This design comes from an exercise in tuning for small area, a short achievable clock period and few clock cycles per item on the open sky130 flow, not from production work. Function was not checked in any run shown here: the RTL went through the layout flow alone. Power figures rest on the tool's default switching activity, not on a simulated workload.

--- flow/design.v ---
module lpc_decoder(
			input wire ACLK,
			input wire ARESET_N,
			input wire[79:0] TDATA,
			input wire TVALID,
			output wire TREADY,
			input wire EN,
			input wire TUSER,
			input wire TLAST,
			output wire[15:0] OUT_DECODED,
			output wire OUT_VALID,
			input wire OUT_READY,
			output wire OUT_LAST,
			output wire OUT_USER
		);
	integer i, j;
	reg [7:0] rm, cm;
	always @(*) begin
		for (i = 0; i < 8; i = i + 1)
			rm[i] = ^TDATA[8*i +: 8] ^ TDATA[64+i];
		for (j = 0; j < 8; j = j + 1) begin
			cm[j] = TDATA[72+j];
			for (i = 0; i < 8; i = i + 1)
				cm[j] = cm[j] ^ TDATA[8*i+j];
		end
	end
	reg [7:0] y_rm, y_cm;
	always @(posedge ACLK) begin
		y_rm <= rm;
		y_cm <= cm;
	end
	reg [7:0] rh, ch;
	reg [2:0] rn, cn;
	always @(*) begin
		for (i = 0; i < 8; i = i + 1) begin
			rh[i] = y_rm[i] & ~|(y_rm >> (i+1));
			ch[i] = y_cm[i] & ~|(y_cm >> (i+1));
		end
		rn = {|rh[7:4], |{rh[7:6], rh[3:2]}, |{rh[7], rh[5], rh[3], rh[1]}};
		cn = {|ch[7:4], |{ch[7:6], ch[3:2]}, |{ch[7], ch[5], ch[3], ch[1]}};
	end
	reg        rdy;        
	reg        r_busy;     
	reg [1:0]  k;          
	reg [63:0] r_d;
	reg        r_user, r_last;
	reg        f_v;        
	reg [2:0]  f_row, f_col;    
	reg [15:0] o_d;
	reg        o_v, o_user, o_last;
	wire acc    = rdy;                         
	wire o_free = ~o_v | OUT_READY;
	wire mv     = r_busy & o_free;             
	wire byp    = acc & o_free;                
	wire r_busy_n = acc | (mv ? ~&k : r_busy);
	wire [3:0] kh = {4{r_busy}} & {k == 2'd3, k == 2'd2, k == 2'd1, k == 2'd0};
	wire [15:0] beat   = {16{acc}} & TDATA[15:0] | {16{kh[0]}} & r_d[15:0] |
	                     {16{kh[1]}} & r_d[31:16] | {16{kh[2]}} & r_d[47:32] |
	                     {16{kh[3]}} & r_d[63:48];
	reg  [15:0] flip_y, flip_f, flip;
	always @(*) begin
		for (j = 0; j < 8; j = j + 1) begin
			flip_y[j]   = EN & rh[0] & ch[j];
			flip_y[8+j] = EN & rh[1] & ch[j];
			flip_f[j]   = f_v & (f_row == {k, 1'b0}) & (f_col == j);
			flip_f[8+j] = f_v & (f_row == {k, 1'b1}) & (f_col == j);
		end
		flip = acc ? flip_y : flip_f;
	end
	wire [15:0] beat_c = beat ^ flip;           
	always @(posedge ACLK or negedge ARESET_N) begin
		if (~ARESET_N) begin
			r_busy <= 1'b0;
			k      <= 2'd0;
			o_v    <= 1'b0;
		end else begin
			if (acc) begin
				r_busy <= 1'b1;
				k      <= {1'b0, byp};
			end else if (mv) begin
				k <= {k[1] ^ k[0], ~k[0]};
				if (&k)
					r_busy <= 1'b0;
			end
			if (byp | mv)
				o_v <= 1'b1;
			else if (OUT_READY)
				o_v <= 1'b0;
		end
	end
	always @(posedge ACLK)
		rdy <= TVALID & ~acc & ~r_busy_n;
	always @(posedge ACLK) begin
		if (~r_busy) begin
			r_d    <= TDATA[63:0];
			r_user <= TUSER;
			r_last <= TLAST;
			f_v    <= EN & |y_rm & |y_cm;
			f_row  <= rn;
			f_col  <= cn;
		end
	end
	wire        ld     = byp | mv;
	wire [15:0] o_d_n  = {beat_c[7:0], beat_c[15:8]};
	wire        o_user_n = acc ? TUSER : kh[0] & r_user;
	wire        o_last_n = kh[3] & r_last;
	always @(posedge ACLK) begin
		o_d    <= o_d    ^ ({16{ld}} & (o_d_n ^ o_d));
		o_user <= o_user ^ (ld & (o_user_n ^ o_user));
		o_last <= o_last ^ (ld & (o_last_n ^ o_last));
	end
	assign TREADY      = rdy;
	assign OUT_VALID   = o_v;
	assign OUT_DECODED = o_d;
	assign OUT_USER    = o_user;
	assign OUT_LAST    = o_last;
endmodule
--- flow/flow/run.sh ---
#!/bin/bash
# The standard layout (the standard.sh: ORFS synthesis to finish) with three
# changes: port buffers are buf_1 cells instead of the delay cells ORFS picks,
# clock tree synthesis adds no dummy loads, and it may use smaller clock buffers.
# Each make run writes its full output to a log file in this folder.
set -euo pipefail
here=$(pwd)
CTS="-sink_clustering_enable -repair_clock_nets -dont_use_dummy_load"
bash standard.sh \
  BUFFER_PORTS_ARGS="-buffer_cell sky130_fd_sc_hd__buf_1" \
  CTS_ARGS="$CTS" \
  finish > "$here/standard_make.log" 2>&1
--- flow/standard.sh ---
#!/bin/bash
# synth_recipe.tcl (not shown) runs the flow's synth.tcl, then flattens the netlist and writes it again
# the make line also repeats each setting of config.mk as NAME=value (left out here)
make -C /OpenROAD-flow-scripts/flow DESIGN_CONFIG=/design/flow/config.mk WORK_HOME=/design/flow/orfs CLKGATE_MAP_FILE= SYNTH_SCRIPT=/design/flow/synth_recipe.tcl "${@:-finish}"
--- flow/config.mk ---
export PLATFORM = sky130hd
export DESIGN_NAME = lpc_decoder
export DESIGN_NICKNAME = lpc_decoder
export VERILOG_FILES = /design/flow/design.v
export SDC_FILE = /design/flow/constraint.sdc
export NUM_CORES = 4
export LEC_CHECK = 0
export CAP_MARGIN = 20
export CORE_MARGIN = 2
export CORE_UTILIZATION = 40
export SETUP_SLACK_MARGIN = 3.1
export SLEW_MARGIN = 20
--- flow/constraint.sdc ---
create_clock -name core_clock -period 5.0 [get_ports {ACLK}]
set_input_delay 1.0000 -clock core_clock [delete_from_list [all_inputs] [get_ports {ACLK}]]
set_output_delay 1.0000 -clock core_clock [all_outputs]
set_load 0.01 [all_outputs]
==> results of run 1 <==
final cells by class:
| cell class | instances | area share (%) |
|---|---|---|
| multi-input combinational | 294 | 36.6 |
| inverter | 8 | 0.564 |
| timing repair buffer | 118 | 8.24 |
| clock buffer | 9 | 3.39 |
| sequential | 112 | 47.8 |
| tap | 180 | 3.39 |
cell usage after synthesis (all sizes together), types with 2 or more instances:
cell type / n
clkbuf: 13
dfxtp: 17
and3: 2
nand4: 4
ha: 4
a21oi: 36
nand3: 3
a32oi: 9
a22oi: 32
o21ai: 3
o2bb2ai: 4
o32ai: 2
nor3b: 2
nor2: 12
xnor2: 107
nor2b: 4
nand2b: 4
nor4: 5
inv: 8
and4: 2
xor2: 39
dfrtp: 4
edfxtp: 91
and2: 3
nand2: 6
what timing repair did:
action,CTS,global route
hold buffers,0,0
setup buffers,2,7
gates resized for setup,13,24
pin swaps,1,6
gates cloned,1,0
setup endpoints to repair,20,18
per-stage QoR:
step,cell area [sq um],setup slack [ns],instances,util [%],power (mW)
final,6650,3.06,721,48.5,3.56
after global routing,6650,3.04,721,48.5,3.76
after CTS,6470,3.02,714,47.1,3.44
after detailed placement,6150,2.78,702,44.9,2.79
after global placement,6150,2.80,702,44.9,2.76
after floorplan,5570,3.10,428,-,2.39
worst reg2reg max path, delay by kind of cell (launching register included):
kind,cells,cell delay [ns]
AOI/OAI and AO/OA,1,0.16
DFF,1,0.46
xor gates and xnor gates,2,0.41
buffers and inverters,1,0.15
and+or+nand+nor,1,0.42
power by group:
part | switching (mW) | total [mW] | internal (mW)
registers | 0.190 | 1.62 | 1.43
logic | 0.788 | 1.33 | 0.546
clock network | 0.291 | 0.610 | 0.319
total | 1.27 | 3.56 | 2.29
kinds of logic (layout without fill, tap and decap cells):
group,Yosys count,count (layout)
fa+ha+maj,4,4
buf+inv,22,135
simple gates,52,52
compound gates,92,92
xor+xnor,146,146
flops,112,112
routing by layer:
| metal | GRT usage, % | part of all wire, % |
|---|---|---|
| met5 | 0 | 0 |
| met4 | 6.54 | 2.0 |
| met3 | 3.37 | 5.6 |
| met2 | 28.8 | 47 |
| met1 | 24.7 | 45 |
worst max path at each step:
| stage | endpoint | cells past startpoint |
|---|---|---|
| 2_1_floorplan | flip-flop | 4 |
| 3_3_place_gp | flip-flop | 5 |
| 3_5_place_dp | flip-flop | 5 |
| 4_1_cts | TREADY | 2 |
| 5_1_grt | flip-flop | 6 |
| 6_report | TREADY | 2 |
==> metrics.md, run 1 <==
| Metric | Value |
|---|---|
| MaxCap Viol Count | `0` |
| Finish-stage setup viols | `0` |
| Post-Synth XOR/XNOR Area | `23.0%` |
| Post-Synthesis Cells | `about 430` |
| Total grt overflow | `0` |
| Mux share of post-synthesis cell area | `0%` |
| Most frequent cells in the layout | `xnor2_1 (107), buf_1 (103), edfxtp_1 (91)` |
| CTS root buf | `clkbuf_16` |
| DR vias/cell | `5.09` |
| Yosys reg bits | `about 110` |
| TritonCTS clock tree | `yes` |
| Pre-antenna DRT Iters | `5` |
| Die height | `122 um` |
| Clock H-tree levels | `3` |
| Most common cell after layout, fill and taps aside | `xnor2_1` |
| Synth top area share | `between 40% and 50%` |
| Leakage | `2.06 nW` |
| GRT Total Usage | `18.0%` |
| Synth warnings | `1` |
| Peak supply drop | `0.216 mV` |
| ANT cells | `0` |
| Die X-Extent | `122 um` |
| Period utilisation layout | `38.7%` |
| Power Density | `535 nW/um^2` |
| CP max FO | `4` |
| WL final | `between 10000 and 15000 um` |
| Post-route minimum period | `1.94 ns` |
| Reg clk slew, reported paths | `0.07 ns` |
| Synth Area in Compound Gates | `11.4%` |
| Die area | `between 10000 and 15000 sq um` |
| Worst clock skew | `~0.012 ns` |
| Net count after synthesis | `~520` |
| Area growth, synth to finish | `19.7%` |
| R2R Setup Slk | `3.16 ns` |
| Fraction of the mapped netlist area in simple logic gates | `5.97%` |
| Max incr delay on CP | `0.35 ns` |
| Number of global-route vias before repair | `3643` |
| CP arrival | `0.94 ns` |
| WL/cell | `18.2 um` |
| Status | `timing/DRC/antenna clean` |
| Post-synth ARST share | `3.57%` |
| Row count | `43` |
| Max Root-Sink Buffers | `2` |
| Vias | `3673` |
| Fill cells | `1259` |
| Fmax | `516 MHz` |
| Share of layout cells above drive strength 1 | `9.24%` |
| Area of the core | `13700 sq um` |
| # clock sinks | `112` |
| Main combinational cell family by area after synthesis | `XOR/XNOR gates` |
| Ranking of synthesized cells by area | `edfxtp_1 (49%), xnor2_1 (17%), xor2_1 (6.1%)` |
| Final setup TNS | `0 ns` |
| Worst Setup End Kind | `output pin` |
| Worst min-delay path class | `input port to asynchronous set/reset pin` |
| Predominant post-synthesis flop cell | `edfxtp_1` |
| Hold Fails Final Rpt | `0` |
| Required @ worst endpoint | `approximately 4 ns` |
| Reg2reg path depth | `5` |
| EDFF count, synth | `91` |
| Sequential-to-total area share from yosys stat | `57.1%` |
| Antenna-violating nets left | `0` |
| Largest net degree at the start of global routing | `48` |
| Gpl congestion | `0.868` |
| DP HPWL | `9570 um` |
| CP cell instances | `buf_12 > buf_6` |
| Final-stage net count | `634` |
| Max transition margin | `63.6%` |
| Crit start category | `flip-flop` |
| Antenna violations before repair | `0` |
| Synth Area in Adders | `0.901%` |
| Crit path from | `rdy$_DFF_P_` |
| Slowest cell on the critical path | `dfxtp_4` |
| CP Class | `flip-flop to output pin` |
| Synth Cell Area | `5560 sq um` |
| First-pass GRT wire length | `19800 um` |
| DRC | `0` |
| Reg-to-reg startpoint | `f_row[1]$_DFFE_PN_` |
| RSZ-0062 raised after global routing | `true` |
| Cell family with most CP delay | `flip-flops` |
| Buffers & Inverters on Critical Path | `2` |
| Yosys cell types | `40` |
| Worst slew pin tran | `between 0.5 and 0.6 ns` |
| Cts bufs inserted | `9` |
| Storage cell area | `3180 sq um` |
| Starting Density | `40.5%` |
| Clock latency on the worst-skew pair | `0.35 ns` |
| Count of pins over their slew limit | `0` |
| Hold slack | `0.476 ns` |
| # port buffers | `between 100 and 150` |
| Multi-input logic area | `2430 sq um` |
| Initial drt markers | `386` |
| I/O pin cnt | `around 110` |
| Leading area contributor after synthesis | `edfxtp_1` |
| Mean Syn Cell Area | `13.0 sq um` |
==> inputs of run 2 (changes only) <==
--- a/flow/design.v
+++ b/flow/design.v
@@ -92,5 +92,5 @@
 		rdy <= TVALID & ~acc & ~r_busy_n;
 	always @(posedge ACLK) begin
-		if (~r_busy) begin
+		if (acc) begin
 			r_d    <= TDATA[63:0];
 			r_user <= TUSER;
==> run 2 against run 1 <==
- sequential cell count did not move
- sequential power fell by 4%
- maximum frequency rose by 3.5%
- setup slack improved by 0.066 ns
- total power fell by 2.5%
- sequential share of layout area barely moved
- largest power group unchanged
- critical path depth fell by 1
- first-iteration DRC count fell by 38%
- die area rose by 0.34%
==> metrics.md, run 2 <==
| Metric | Value |
|---|---|
| Status | `timing/DRC/antenna clean (unchanged)` |
| Die area | `14900 sq um (was 14800 sq um)` |
| Period utilisation layout | `37.4% (was 38.7%)` |
| Final setup TNS | `0 ns (unchanged)` |
| Reg clk slew, reported paths | `0.07 ns (about the same)` |
| Finish-stage setup viols | `0 (unchanged)` |
| Area growth, synth to finish | `19.4% (was 19.7%)` |
| Clock H-tree levels | `3 (unchanged)` |
| Area of the core | `13800 sq um (was 13700 sq um)` |
| Switching share of total power | `36.1% (was 35.6%)` |
| # clock sinks | `112 (unchanged)` |
| DP HPWL | `9860 um (was 9570 um)` |
| Ranking of synthesized cells by area | `edfxtp_1 (49%), xnor2_1 (17%), a22oi_1 (6.5%) (was edfxtp_1 (49%), xnor2_1 (17%), xor2_1 (6.1%))` |
| Worst Setup End Kind | `output pin (unchanged)` |
| CTS root buf | `clkbuf_16 (unchanged)` |
| Pre-antenna DRT Iters | `4 (was 5)` |
| Fraction of the mapped netlist area in simple logic gates | `7.07% (was 5.97%)` |
| Post-route minimum period | `1.87 ns (was 1.94 ns)` |
| Crit start category | `flip-flop (unchanged)` |
| Yosys cell types | `40 (unchanged)` |
| Final-stage net count | `633 (was 634)` |
| Buffers & Inverters on Critical Path | `1 (was 2)` |
| Mux share of post-synthesis cell area | `0% (unchanged)` |
| Count of pins over their slew limit | `0 (unchanged)` |
| Leakage | `2.10 nW (was 2.06 nW)` |
| Initial drt markers | `241 (was 386)` |
| Share of layout cells above drive strength 1 | `9.26% (was 9.24%)` |
| Synth Cell Area | `5580 sq um (was 5560 sq um)` |
| Clock latency on the worst-skew pair | `0.35 ns (about the same)` |
| Most common cell after layout, fill and taps aside | `xnor2_1 (unchanged)` |
| Min setup slack post-route | `3.13 ns (was 3.06 ns)` |
| Clk pwr share | `17.5% (was 17.1%)` |
| Cell family with most CP delay | `flip-flops (unchanged)` |
| Net count after synthesis | `519 (unchanged)` |
| I/O pin cnt | `107 (unchanged)` |
| Non-Filler Instances | `720 (was 721)` |
| Worst clock skew | `0.00797 ns (was 0.0120 ns)` |
| Yosys reg bits | `112 (unchanged)` |
| Pre-CTS setup slack | `2.55 ns (was 2.78 ns)` |
| Slowest cell on the critical path | `dfxtp_4 (unchanged)` |
| Post-Synth XOR/XNOR Area | `22.9% (was 23.0%)` |
| Max Root-Sink Buffers | `2 (unchanged)` |
| Main combinational cell family by area after synthesis | `XOR/XNOR gates (unchanged)` |
| Switching pwr | `1.25 mW (was 1.27 mW)` |
| Die height | `122 um (about the same)` |
| Post-synth ARST share | `3.57% (unchanged)` |
| Synth cell count leaders | `xnor2_1 (107), edfxtp_1 (91), a22oi_1 (48) (was xnor2_1 (107), edfxtp_1 (91), xor2_1 (39))` |
| WL/cell | `19.1 um (was 18.2 um)` |
| Flop pwr share | `45.0% (was 45.4%)` |
| Leading area contributor after synthesis | `edfxtp_1 (unchanged)` |
| RSZ-0062 raised after global routing | `true (unchanged)` |
| Largest net degree at the start of global routing | `39 (was 48)` |
| DP Area | `6160 sq um (was 6150 sq um)` |
| Synth warnings | `1 (unchanged)` |
| Row count | `43 (unchanged)` |
| CP Class | `flip-flop to output pin (unchanged)` |
| Die X-Extent | `122 um (about the same)` |
| Logic pwr share | `37.5% (about the same)` |
| Fmax | `535 MHz (was 516 MHz)` |
| WL final | `13700 um (was 13100 um)` |
| Starting Density | `40.5% (about the same)` |
| DR vias/cell | `5.13 (was 5.09)` |
| Required @ worst endpoint | `4.00 ns (about the same)` |
| Number of global-route vias before repair | `3726 (was 3643)` |
| Fin area | `6660 sq um (was 6650 sq um)` |
| Hold Buf Count CTS | `0 (unchanged)` |
| Max incr delay on CP | `0.41 ns (was 0.35 ns)` |
| CP arrival | `0.87 ns (was 0.94 ns)` |
| GRT Total Usage | `19.1% (was 18.0%)` |
| Antenna violations before repair | `0 (unchanged)` |
| Power Density | `521 nW/um^2 (was 535 nW/um^2)` |
| Synth top area share | `49.0% (was 49.2%)` |
| Sequential-to-total area share from yosys stat | `56.9% (was 57.1%)` |
| Total grt overflow | `0 (unchanged)` |
| Synth Area in Compound Gates | `10.6% (was 11.4%)` |
| Peak supply drop | `0.212 mV (was 0.216 mV)` |
| ANT cells | `0 (unchanged)` |
| First-pass GRT wire length | `20900 um (was 19800 um)` |
| Worst min-delay path class | `input port to asynchronous set/reset pin (unchanged)` |
| # port buffers | `106 (unchanged)` |
| Hold Fails Final Rpt | `0 (unchanged)` |
| CP cell instances | `buf_6 (was buf_12 > buf_6)` |
| Post-Synthesis Cells | `428 (unchanged)` |
| EDFF count, synth | `91 (unchanged)` |
| MaxCap Viol Count | `0 (unchanged)` |
| Cell internal pwr | `2.22 mW (was 2.29 mW)` |
| CP max FO | `4 (unchanged)` |
| Mean Syn Cell Area | `13.0 sq um (about the same)` |
| TritonCTS clock tree | `yes (unchanged)` |
| Synth Area in Adders | `0.898% (was 0.901%)` |
| Worst slew pin tran | `0.534 ns (was 0.544 ns)` |
| Most frequent cells in the layout | `xnor2_1 (107), buf_1 (103), edfxtp_1 (91) (unchanged)` |
| Vias | `3691 (was 3673)` |
| Count leader, synth | `xnor2_1 (unchanged)` |
| DRC | `0 (unchanged)` |
| Antenna-violating nets left | `0 (unchanged)` |
| Gpl congestion | `0.818 (was 0.868)` |
| Cts bufs inserted | `9 (unchanged)` |
| Max transition margin | `64.3% (was 63.6%)` |
| Predominant post-synthesis flop cell | `edfxtp_1 (unchanged)` |
| Final Util | `48.3% (was 48.5%)` |
| # placed instances | `701 (was 702)` |
## run 2: metal layers
layer  vias to the layer above  wire, um  track usage [%]
met2                       115      6790             31.4
met4                         0       262             7.40
met1                      1769      6000             25.9
met3                        18       670             2.39
met5                         -         0                0
li1                       1789         -                -
## run 2: worst paths after layout
kind / cells after the start / from / endpoint / slack [ns]
min reg2reg: 1 / r_last$_DFFE_PP_ / flip-flop / 0.56
min: 1 / ARESET_N / r_busy$_DFFE_PN0P_ / 0.49
max in group asynchronous: 1 / ARESET_N / k[0]$_DFFE_PN0P_ / 4.29
max: 1 / rdy$_DFF_P_ / TREADY / 3.13
min in group core_clock: 1 / r_last$_DFFE_PP_ / flip-flop / 0.56
max reg2reg: 4 / k[1]$_DFFE_PN0P_ / flip-flop / 3.14
## run 2: logic make-up (layout without fill, tap and decap cells)
family	after synthesis	in the layout
buffers and inverters	21	133
AO/OA/AOI/OAI	76	76
AND/OR/NAND/NOR	69	69
XOR/XNOR	146	146
flip-flops	112	112
adder cells (fa/ha/maj)	4	4
## run 2: power by group through the flow
stage          logic [mW]  clock network, mW  registers, mW
2_1_floorplan       0.713                  0           1.59
3_3_place_gp         1.06                  0           1.63
3_5_place_dp         1.07                  0           1.63
4_1_cts              1.21              0.620           1.55
5_1_grt              1.44              0.650           1.59
6_report             1.30              0.608           1.56
## run 2: repair_timing
action                                 CTS  global route
pin swaps                                1             3
setup endpoints to repair               35            18
resized for setup                       14            19
endpoints found under the hold margin    0             0
buffers inserted                         4             6
gates cloned                             0             0
## run 2: area by class of cell
type | instances | area, sq um
Clock buffer | 9 | 225
Fill cell | 1270 | 7110
Inverter | 7 | 26.3
Multi-Input combinational cell | 295 | 2480
Sequential cell | 112 | 3180
Tap cell | 180 | 225
Timing Repair Buffer | 117 | 522
## run 2: per-stage QoR
step           power (mW)  hold WS, ns
5_1_grt              3.68        0.487
3_3_place_gp         2.68        0.551
3_5_place_dp         2.70        0.548
2_1_floorplan        2.31        0.533
4_1_cts              3.38        0.479
6_report             3.47        0.488
==> inputs of run 3 (changes only) <==
--- a/flow/design.v
+++ b/flow/design.v
@@ -26,10 +26,5 @@
 	end
 	reg [7:0] y_rm, y_cm;
-	always @(posedge ACLK) begin
-		y_rm <= rm;
-		y_cm <= cm;
-	end
 	reg [7:0] rh, ch;
-	reg [2:0] rn, cn;
 	always @(*) begin
 		for (i = 0; i < 8; i = i + 1) begin
@@ -37,6 +32,4 @@
 			ch[i] = y_cm[i] & ~|(y_cm >> (i+1));
 		end
-		rn = {|rh[7:4], |{rh[7:6], rh[3:2]}, |{rh[7], rh[5], rh[3], rh[1]}};
-		cn = {|ch[7:4], |{ch[7:6], ch[3:2]}, |{ch[7], ch[5], ch[3], ch[1]}};
 	end
 	reg        rdy;        
@@ -44,7 +37,5 @@
 	reg [1:0]  k;          
 	reg [63:0] r_d;
-	reg        r_user, r_last;
-	reg        f_v;        
-	reg [2:0]  f_row, f_col;    
+	reg        r_en, r_user, r_last;
 	reg [15:0] o_d;
 	reg        o_v, o_user, o_last;
@@ -58,14 +49,8 @@
 	                     {16{kh[1]}} & r_d[31:16] | {16{kh[2]}} & r_d[47:32] |
 	                     {16{kh[3]}} & r_d[63:48];
-	reg  [15:0] flip_y, flip_f, flip;
-	always @(*) begin
-		for (j = 0; j < 8; j = j + 1) begin
-			flip_y[j]   = EN & rh[0] & ch[j];
-			flip_y[8+j] = EN & rh[1] & ch[j];
-			flip_f[j]   = f_v & (f_row == {k, 1'b0}) & (f_col == j);
-			flip_f[8+j] = f_v & (f_row == {k, 1'b1}) & (f_col == j);
-		end
-		flip = acc ? flip_y : flip_f;
-	end
+	wire [1:0]  rh_k   = {2{kh[0]}} & rh[1:0] | {2{kh[1]}} & rh[3:2] |
+	                     {2{kh[2]}} & rh[5:4] | {2{kh[3]}} & rh[7:6];
+	wire [1:0]  sel    = {2{acc & EN}} & rh[1:0] | {2{r_en}} & rh_k;
+	wire [15:0] flip   = {{8{sel[1]}} & ch, {8{sel[0]}} & ch};
 	wire [15:0] beat_c = beat ^ flip;           
 	always @(posedge ACLK or negedge ARESET_N) begin
@@ -92,21 +77,19 @@
 		rdy <= TVALID & ~acc & ~r_busy_n;
 	always @(posedge ACLK) begin
+		if (~r_busy_n) begin
+			y_rm <= rm;
+			y_cm <= cm;
+		end
 		if (acc) begin
 			r_d    <= TDATA[63:0];
+			r_en   <= EN;
 			r_user <= TUSER;
 			r_last <= TLAST;
-			f_v    <= EN & |y_rm & |y_cm;
-			f_row  <= rn;
-			f_col  <= cn;
 		end
-	end
-	wire        ld     = byp | mv;
-	wire [15:0] o_d_n  = {beat_c[7:0], beat_c[15:8]};
-	wire        o_user_n = acc ? TUSER : kh[0] & r_user;
-	wire        o_last_n = kh[3] & r_last;
-	always @(posedge ACLK) begin
-		o_d    <= o_d    ^ ({16{ld}} & (o_d_n ^ o_d));
-		o_user <= o_user ^ (ld & (o_user_n ^ o_user));
-		o_last <= o_last ^ (ld & (o_last_n ^ o_last));
+		if (byp | mv) begin
+			o_d    <= {beat_c[7:0], beat_c[15:8]};
+			o_user <= acc ? TUSER : kh[0] & r_user;
+			o_last <= kh[3] & r_last;
+		end
 	end
 	assign TREADY      = rdy;
--- a/flow/config.mk
+++ b/flow/config.mk
@@ -8,5 +8,5 @@
 export CAP_MARGIN = 20
 export CORE_MARGIN = 2
-export CORE_UTILIZATION = 40
-export SETUP_SLACK_MARGIN = 3.1
+export CORE_UTILIZATION = 45
+export SETUP_SLACK_MARGIN = 3.0
 export SLEW_MARGIN = 20
==> run 3 against run 2 <==
- still clean
- count of clock-buffer cells in the layout unchanged
- first-iteration DRC count up 7.1%
- critical path depth up 4
- sequential share of layout area up 1.9 points
- critical endpoint is now o_d[11]$_DFFE_PP_
- largest cell class unchanged
==> metrics.md, run 3 <==
| Metric | Value |
|---|---|
| Status | `timing/DRC/antenna clean (unchanged)` |
| Antenna-violating nets left | `0 (unchanged)` |
| ANT cells | `0 (unchanged)` |
| Worst Setup End Kind | `flip-flop (was output pin)` |
| Yosys cell types | `35 (was 40)` |
| Required @ worst endpoint | `5.08 ns (was 4.00 ns)` |
| TritonCTS clock tree | `yes (unchanged)` |
| Initial drt markers | `258 (was 241)` |
| Min setup slack post-route | `2.91 ns (was 3.13 ns)` |
| DRC | `0 (unchanged)` |
| DP HPWL | `8910 um (was 9860 um)` |
| # port buffers | `106 (unchanged)` |
| Worst min-delay path class | `input port to asynchronous set/reset pin (unchanged)` |
| Die X-Extent | `113 um (was 122 um)` |
| Hold Fails Final Rpt | `0 (unchanged)` |
| Worst slew pin tran | `0.689 ns (was 0.534 ns)` |
| Net count after synthesis | `492 (was 519)` |
| CP Class | `flip-flop to flip-flop (was flip-flop to output pin)` |
| First-pass GRT wire length | `19000 um (was 20900 um)` |
| Synth top area share | `56.6% (was 49.0%)` |
| Vias | `3449 (was 3691)` |
| Reg clk slew, reported paths | `0.07 ns (about the same)` |
| Area of the core | `11500 sq um (was 13800 sq um)` |
| DR vias/cell | `5.22 (was 5.13)` |
| Crit start category | `flip-flop (unchanged)` |
| Area growth, synth to finish | `18.7% (was 19.4%)` |
| Max reg flops | `64` |
| Post-synth ARST share | `3.77% (was 3.57%)` |
| Period utilisation layout | `41.8% (was 37.4%)` |
| Reg2reg path depth | `5 (was 4)` |
| Mean Syn Cell Area | `13.4 sq um (was 13.0 sq um)` |
| Finish-stage setup viols | `0 (unchanged)` |
| EDFF count, synth | `101 (was 91)` |
| Most frequent cells in the layout | `xnor2_1 (112), buf_1 (105), edfxtp_1 (101) (was xnor2_1 (107), buf_1 (103), edfxtp_1 (91))` |
| Worst clock skew | `0.0101 ns (was 0.00797 ns)` |
| Fmax | `478 MHz (was 535 MHz)` |
| Post-Synthesis Cells | `401 (was 428)` |
| Count leader, synth | `xnor2_1 (unchanged)` |
| Die height | `113 um (was 122 um)` |
| CP max FO | `8 (was 4)` |
| Predominant post-synthesis flop cell | `edfxtp_1 (unchanged)` |
| Most common cell after layout, fill and taps aside | `xnor2_1 (unchanged)` |
| Number of global-route vias before repair | `3341 (was 3726)` |
| Max Root-Sink Buffers | `2 (unchanged)` |
| Post-route minimum period | `2.09 ns (was 1.87 ns)` |
| Final-stage net count | `611 (was 633)` |
| I/O pin cnt | `107 (unchanged)` |
| Leakage | `2.01 nW (was 2.10 nW)` |
| CTS root buf | `clkbuf_16 (unchanged)` |
| Clock H-tree levels | `3 (unchanged)` |
| Ranking of synthesized cells by area | `edfxtp_1 (57%), xnor2_1 (18%), a22oi_1 (6.7%) (was edfxtp_1 (49%), xnor2_1 (17%), a22oi_1 (6.5%))` |
| # clock sinks | `106 (was 112)` |
| Cts bufs inserted | `9 (unchanged)` |
| Power Density | `515 nW/um^2 (was 521 nW/um^2)` |
| Share of layout cells above drive strength 1 | `10.6% (was 9.26%)` |
| Starting Density | `46.6% (was 40.5%)` |
| Yosys reg bits | `106 (was 112)` |
| Clock latency on the worst-skew pair | `0.34 ns (was 0.35 ns)` |
| Hold Buf Count CTS | `0 (unchanged)` |
| Pre-CTS setup slack | `2.48 ns (was 2.55 ns)` |
| Count of pins over their slew limit | `0 (unchanged)` |
| Most flops, register | `r_d` |
| Largest regs | `r_d (64), o_d (16)` |
| Synth Cell Area | `5360 sq um (was 5580 sq um)` |
| Synth cell count leaders | `xnor2_1 (112), edfxtp_1 (101), a22oi_1 (48) (was xnor2_1 (107), edfxtp_1 (91), a22oi_1 (48))` |
| Reg-to-reg startpoint | `y_rm[4]$_DFFE_PN_ (was k[1]$_DFFE_PN0P_)` |
| Antenna violations before repair | `0 (unchanged)` |
| Pre-antenna DRT Iters | `15 (was 4)` |
| Sequential-to-total area share from yosys stat | `58.8% (was 56.9%)` |
| Synth warnings | `1 (unchanged)` |
| WL final | `12000 um (was 13700 um)` |
| WL/cell | `18.1 um (was 19.1 um)` |
| Gpl congestion | `0.828 (was 0.818)` |
| CP arrival | `2.17 ns (was 0.87 ns)` |
| Fill cells | `1005 (was 1270)` |
| MaxCap Viol Count | `0 (unchanged)` |
| RSZ-0062 raised after global routing | `true (unchanged)` |
| Largest net degree at the start of global routing | `81 (was 39)` |
| Die area | `12800 sq um (was 14900 sq um)` |
| GRT Total Usage | `20.1% (was 19.1%)` |
| Row count | `39 (was 43)` |
| Final setup TNS | `0 ns (unchanged)` |
| Total grt overflow | `0 (unchanged)` |
| Crit path from | `y_rm[4]$_DFFE_PN_ (was rdy$_DFF_P_)` |
| Max transition margin | `54.0% (was 64.3%)` |
| Leading area contributor after synthesis | `edfxtp_1 (unchanged)` |
| Peak supply drop | `0.186 mV (was 0.212 mV)` |
-- run 3: changes by cell type after synthesis, sizes merged, moves of 7 or more --
cell and delta:
a32oi -8, xor2 -7, edfxtp +10, a21oi +9, dfxtp -16
-- run 3: worst paths after layout --
| path | to | slack (ns) |
|---|---|---|
| max | o_d[11]$_DFFE_PP_ | 2.91 |
| min | o_v$_DFFE_PN0P_ | 0.51 |
| max reg2reg | o_d[11]$_DFFE_PP_ | 2.91 |
| min reg2reg | o_last$_DFFE_PP_ | 0.58 |
| max in group asynchronous | r_busy$_DFFE_PN0P_ | 4.25 |
| min in group core_clock | o_last$_DFFE_PP_ | 0.58 |
-- run 3: cell families (layout without fill, tap and decap cells) --
logic type               count (synthesis)  in the layout  share of synthesized area (%)
AO/OA/AOI/OAI                           66             66                           9.24
XOR/XNOR                               144            144                           23.5
adder cells (fa/ha/maj)                  4              4                          0.933
buffers and inverters                   17            134                           1.52
flip-flops                             106            106                           58.8
AND/OR/NAND/NOR                         64             64                           6.00
-- run 3: cell type report --
cell class | instances | area [sq um] | share of cell area [%]
flip-flops and latches | 106 | 3160 | 49.7
multi-input cells | 278 | 2250 | 35.4
repair buffers | 121 | 528 | 8.30
clock buffers | 9 | 225 | 3.54
well taps | 143 | 179 | 2.81
inverters | 4 | 17.5 | 0.275
-- run 3: critical path: stages, from the launching register on --
cell and delay, ns:
edfxtp_1 0.39, or4_4 0.57, or3_4 0.35, o32a_4 0.27
a21oi_2 0.17, xnor2_1 0.09
-- run 3: what timing repair did --
action / in CTS / in global routing
setup endpoints to repair: 35 / 32
buffers inserted: 10 / 4
pin swaps: 14 / 16
gates resized for setup: 19 / 6
endpoints found under the hold margin: 0 / 0
-- run 3: per-layer routing --
metal	track usage, %	share of wire [%]	up-vias
li1	-	-	1674
met3	2.95	4.2	12
met2	30.7	47	103
met1	29.7	48	1660
met5	0	0	-
met4	6.18	1.5	0
-- run 3: power by group --
part	total (mW)	internal, mW	switching [mW]
combinational	1.22	0.505	0.710
sequential	1.47	1.34	0.135
clock	0.590	0.318	0.272
total	3.28	2.16	1.12
-- run 3: through the flow --
stage | std cells | hold slack (ns) | cell area [sq um] | power [mW] | utilization [%]
final | 661 | 0.506 | 6360 | 3.28 | 55.3
after global routing | 661 | 0.527 | 6360 | 3.48 | 55.3
after detailed placement | 638 | 0.553 | 5910 | 2.56 | 51.3
after global placement | 638 | 0.540 | 5910 | 2.54 | 51.3
after CTS | 657 | 0.506 | 6300 | 3.24 | 54.7
after floorplan | 401 | 0.529 | 5400 | 2.20 | -
==> inputs of run 4 (changes only) <==
--- a/flow/design.v
+++ b/flow/design.v
@@ -87,5 +87,5 @@
 			r_last <= TLAST;
 		end
-		if (byp | mv) begin
+		if (o_free) begin
 			o_d    <= {beat_c[7:0], beat_c[15:8]};
 			o_user <= acc ? TUSER : kh[0] & r_user;
==> run 4 against run 3 <==
- still clean on timing, DRC and antenna
- utilization is 0.63 points higher
- synthesized area down 0.14%
- critical path depth is 1 lower
- register-to-register slack worse by 0.02 ns
- non-clock buffer count grew 6
- cell count grew 0.61%
- first-iteration DRC count fell by 18%
- die area shrank 0.13%
- setup slack lost 0.017 ns
- combinational power rose by 3%
- wire length increased by 4.9%
- clock power up 1%
- largest cell class unchanged
- largest power group unchanged
==> metrics.md, run 4 <==
| Metric | Value |
|---|---|
| Worst Setup End Kind | `flip-flop (unchanged)` |
| Row count | `39 (unchanged)` |
| CP max FO | `8 (unchanged)` |
| Synth cell count leaders | `xnor2_1 (112), edfxtp_1 (101), a22oi_1 (48) (unchanged)` |
| Fmax | `474 MHz (was 478 MHz)` |
| Flop pwr share | `44.2% (was 44.9%)` |
| Required @ worst endpoint | `5.07 ns (was 5.08 ns)` |
| Clock H-tree levels | `3 (unchanged)` |
| Area growth, synth to finish | `20.2% (was 18.7%)` |
| Cell mode on critical path | `or4_4` |
| Yosys reg bits | `106 (unchanged)` |
| Final-stage net count | `615 (was 611)` |
| Worst clock skew | `0.0222 ns (was 0.0101 ns)` |
| Max Root-Sink Buffers | `2 (unchanged)` |
| Leading area contributor after synthesis | `edfxtp_1 (unchanged)` |
| WL final | `12600 um (was 12000 um)` |
| Post-synth ARST share | `3.77% (unchanged)` |
| Predominant post-synthesis flop cell | `edfxtp_1 (unchanged)` |
| Yosys cell types | `35 (unchanged)` |
| Period utilisation layout | `42.2% (was 41.8%)` |
| ANT cells | `0 (unchanged)` |
| Max transition margin | `65.0% (was 54.0%)` |
| Cell internal pwr | `2.19 mW (was 2.16 mW)` |
| Slowest cell on the critical path | `or4_4 (unchanged)` |
| Antenna violations before repair | `1 (was 0)` |
| Finish-stage setup viols | `0 (unchanged)` |
| Antenna-violating nets left | `0 (unchanged)` |
| EDFF count, synth | `101 (unchanged)` |
| I/O pin cnt | `107 (unchanged)` |
| Net count after synthesis | `490 (was 492)` |
| DRC | `0 (unchanged)` |
| Mean Syn Cell Area | `13.4 sq um (about the same)` |
| # port buffers | `106 (unchanged)` |
| Ranking of synthesized cells by area | `edfxtp_1 (57%), xnor2_1 (18%), a22oi_1 (6.7%) (unchanged)` |
| Switching pwr | `1.14 mW (was 1.12 mW)` |
| Most flops, register | `r_d (unchanged)` |
| Largest regs | `r_d (64), o_d (16) (unchanged)` |
| Gpl congestion | `0.847 (was 0.828)` |
| Final setup TNS | `0 ns (unchanged)` |
| Non-Filler Instances | `665 (was 661)` |
| Count of pins over their slew limit | `0 (unchanged)` |
| Die area | `12800 sq um (about the same)` |
| Synth Cell Area | `5360 sq um (about the same)` |
| Initial drt markers | `212 (was 258)` |
| Clk pwr share | `18.0% (about the same)` |
| Switching share of total power | `34.3% (was 34.1%)` |
| Logic pwr share | `37.8% (was 37.1%)` |
| RSZ-0062 raised after global routing | `true (unchanged)` |
| Hold Buf Count CTS | `0 (unchanged)` |
| Die X-Extent | `113 um (about the same)` |
| WL/cell | `18.9 um (was 18.1 um)` |
| Power Density | `517 nW/um^2 (was 515 nW/um^2)` |
| Clock latency on the worst-skew pair | `0.34 ns (about the same)` |
| # clock sinks | `106 (unchanged)` |
| Hold Fails Final Rpt | `0 (unchanged)` |
| Crit start category | `flip-flop (unchanged)` |
| CTS root buf | `clkbuf_16 (unchanged)` |
| CP Class | `flip-flop to flip-flop (unchanged)` |
| Cell family with most CP delay | `simple AND/OR/NAND/NOR gates (unchanged)` |
| Sequential-to-total area share from yosys stat | `58.9% (was 58.8%)` |
| Share of layout cells above drive strength 1 | `12.3% (was 10.6%)` |
| MaxCap Viol Count | `0 (unchanged)` |
| GRT Total Usage | `20.3% (was 20.1%)` |
| Cts bufs inserted | `9 (unchanged)` |
| Reg clk slew, reported paths | `0.07 ns (about the same)` |
| Worst path depth | `4 (was 5)` |
| # placed instances | `636 (was 638)` |
| CP arrival | `2.18 ns (was 2.17 ns)` |
| DR vias/cell | `5.25 (was 5.22)` |
| DP HPWL | `8790 um (was 8910 um)` |
| Synth warnings | `1 (unchanged)` |
| CP cell instances | `or4_4 > or4_4 > a21oi_2 > xnor2_1 (was or4_4 > or3_4 > o32a_4 > a21oi_2 > xnor2_1)` |
| Reg2reg path depth | `4 (was 5)` |
| Starting Density | `46.5% (was 46.6%)` |
| Die height | `113 um (about the same)` |
| Post-route minimum period | `2.11 ns (was 2.09 ns)` |
| Pre-antenna DRT Iters | `24 (was 15)` |
| Most frequent cells in the layout | `xnor2_1 (112), buf_1 (106), edfxtp_1 (101) (was xnor2_1 (112), buf_1 (105), edfxtp_1 (101))` |
| Most common cell after layout, fill and taps aside | `xnor2_1 (unchanged)` |
| Worst slew pin tran | `0.525 ns (was 0.689 ns)` |
| Worst min-delay path class | `input port to asynchronous set/reset pin (unchanged)` |
| TritonCTS clock tree | `yes (unchanged)` |
| Area of the core | `11500 sq um (unchanged)` |
| Max reg flops | `64 (unchanged)` |
| Number of global-route vias before repair | `3435 (was 3341)` |
| Buffers & Inverters on Critical Path | `0 (unchanged)` |
| Total grt overflow | `0 (unchanged)` |
| Largest net degree at the start of global routing | `45 (was 81)` |
| Leakage | `2.05 nW (was 2.01 nW)` |
| Synth top area share | `56.6% (about the same)` |
| Post-Synthesis Cells | `399 (was 401)` |
| Status | `timing/DRC/antenna clean (unchanged)` |
| Vias | `3491 (was 3449)` |
| Max incr delay on CP | `0.60 ns (was 0.57 ns)` |
| Count leader, synth | `xnor2_1 (unchanged)` |
| Peak supply drop | `0.195 mV (was 0.186 mV)` |
| First-pass GRT wire length | `19400 um (was 19000 um)` |
run 4: cell count changes in the layout (fill, tap and decap cells not counted), sizes merged:
| cell | change |
|---|---|
| or3 | +1 |
| nor2 | -2 |
| nand2 | -1 |
| inv | +1 |
| buf | +6 |
| nand2b | -1 |
run 4: worst register-to-register path, stage by stage, from the launching register on:
cell and delay [ns]:
edfxtp_1 0.44, or4_4 0.54, or4_4 0.60, a21oi_2 0.20, xnor2_1 0.08
run 4: per-layer routing:
layer	GRT usage, %	share of wire, %
met1	29.9	45
met2	31.6	48
met3	3.96	6.4
met4	4.55	0.95
met5	0	0.10
run 4: what timing repair did:
item                       4_1_cts  5_1_grt
gates cloned                     0        0
gates resized for setup         17        9
buffers inserted                14        6
setup endpoints to repair       35       32
pin swaps                       14       10
run 4: worst paths after layout:
path	from	endpoint	slack, ns
min in group core_clock	r_last$_DFFE_PP_	o_last$_DFFE_PN_	0.59
worst max-delay path	y_rm[7]$_DFFE_PN_	o_d[13]$_DFFE_PN_	2.89
worst min register to register	r_last$_DFFE_PP_	o_last$_DFFE_PN_	0.59
worst min-delay path	ARESET_N	o_v$_DFFE_PN0P_	0.48
max in group asynchronous	ARESET_N	r_busy$_DFFE_PN0P_	4.28
worst max register to register	y_rm[7]$_DFFE_PN_	o_d[13]$_DFFE_PN_	2.89
run 4: cells by family after synthesis:
kind of cell	synth area share, %
xor gates and xnor gates	23.6
DFF	58.9
AOI/OAI and AO/OA	9.25
and+or+nand+nor	5.79
buffers and inverters	1.59
adders and majority gates	0.935
run 4: power by group through the flow:
stage	registers [mW]	logic (mW)	clock network, mW
2_1_floorplan	1.51	0.674	0
3_3_place_gp	1.51	1.01	0
3_5_place_dp	1.52	1.02	0
4_1_cts	1.47	1.20	0.608
5_1_grt	1.49	1.37	0.640
6_report	1.47	1.26	0.598
run 4: area by class of cell:
| type | count | area (sq um) |
|---|---|---|
| timing repair buffer | 127 | 584 |
| multi-input combinational | 275 | 2250 |
| fill | 998 | 5080 |
| tap | 143 | 179 |
| sequential | 106 | 3160 |
| inverter | 5 | 31.3 |
| clock buffer | 9 | 225 |
run 4: through the flow:
stage / hold WS [ns] / total power, mW / setup WS (ns) / area (sq um) / utilization [%]
floorplan: 0.529 / 2.19 / 2.90 / 5400 / -
global placement: 0.554 / 2.52 / 2.55 / 5920 / 51.4
detailed placement: 0.557 / 2.54 / 2.48 / 5920 / 51.4
CTS: 0.487 / 3.27 / 2.93 / 6340 / 55.0
global route: 0.491 / 3.50 / 2.85 / 6440 / 55.9
finish: 0.484 / 3.32 / 2.89 / 6440 / 55.9

## what the ideal ports hide
The results above use ideal ports. As a check the final layouts listed here were re-extracted and re-timed, cells and wires unchanged. Step 1 (the two cells are an assumption about what drives the block):
set clk [get_ports {ACLK}]
set_driving_cell -lib_cell sky130_fd_sc_hd__clkbuf_16 $clk
set_driving_cell -lib_cell sky130_fd_sc_hd__buf_2 [delete_from_list [all_inputs] $clk]
Step 2 times the ports against the registers' clock, not the clock port: input delays grow and output delays shrink by t, the midpoint of the rising clock arrivals with the driver on. Three values: ideal ports, drivers, drivers and shift; two values: the first two.
| run | t, ns | setup slack, ns | hold WS [ns] | worst register clock-pin slew, ns | worst data-port slew with drivers (ns) |
|---|---|---|---|---|---|
| run 1 | 0.381 | 3.064 / 3.024 / 2.849 | 0.476 / 0.457 / 0.523 | 0.07 / 0.07 | 0.04 |
| run 2 | 0.381 | 3.129 / 3.090 / 2.781 | 0.488 / 0.472 / 0.562 | 0.07 / 0.07 | 0.05 |
| run 3 | 0.374 | 2.908 / 2.908 / 2.664 | 0.506 / 0.490 / 0.576 | 0.07 / 0.07 | 0.04 |
| run 4 | 0.370 | 2.890 / 2.890 / 2.663 | 0.484 / 0.468 / 0.586 | 0.08 / 0.08 | 0.04 |
After both steps setup and hold are still met in every run listed. For run 2, which loses most, drivers alone change the setup slack by -0.039 ns; drivers and shift together by -0.348 ns.
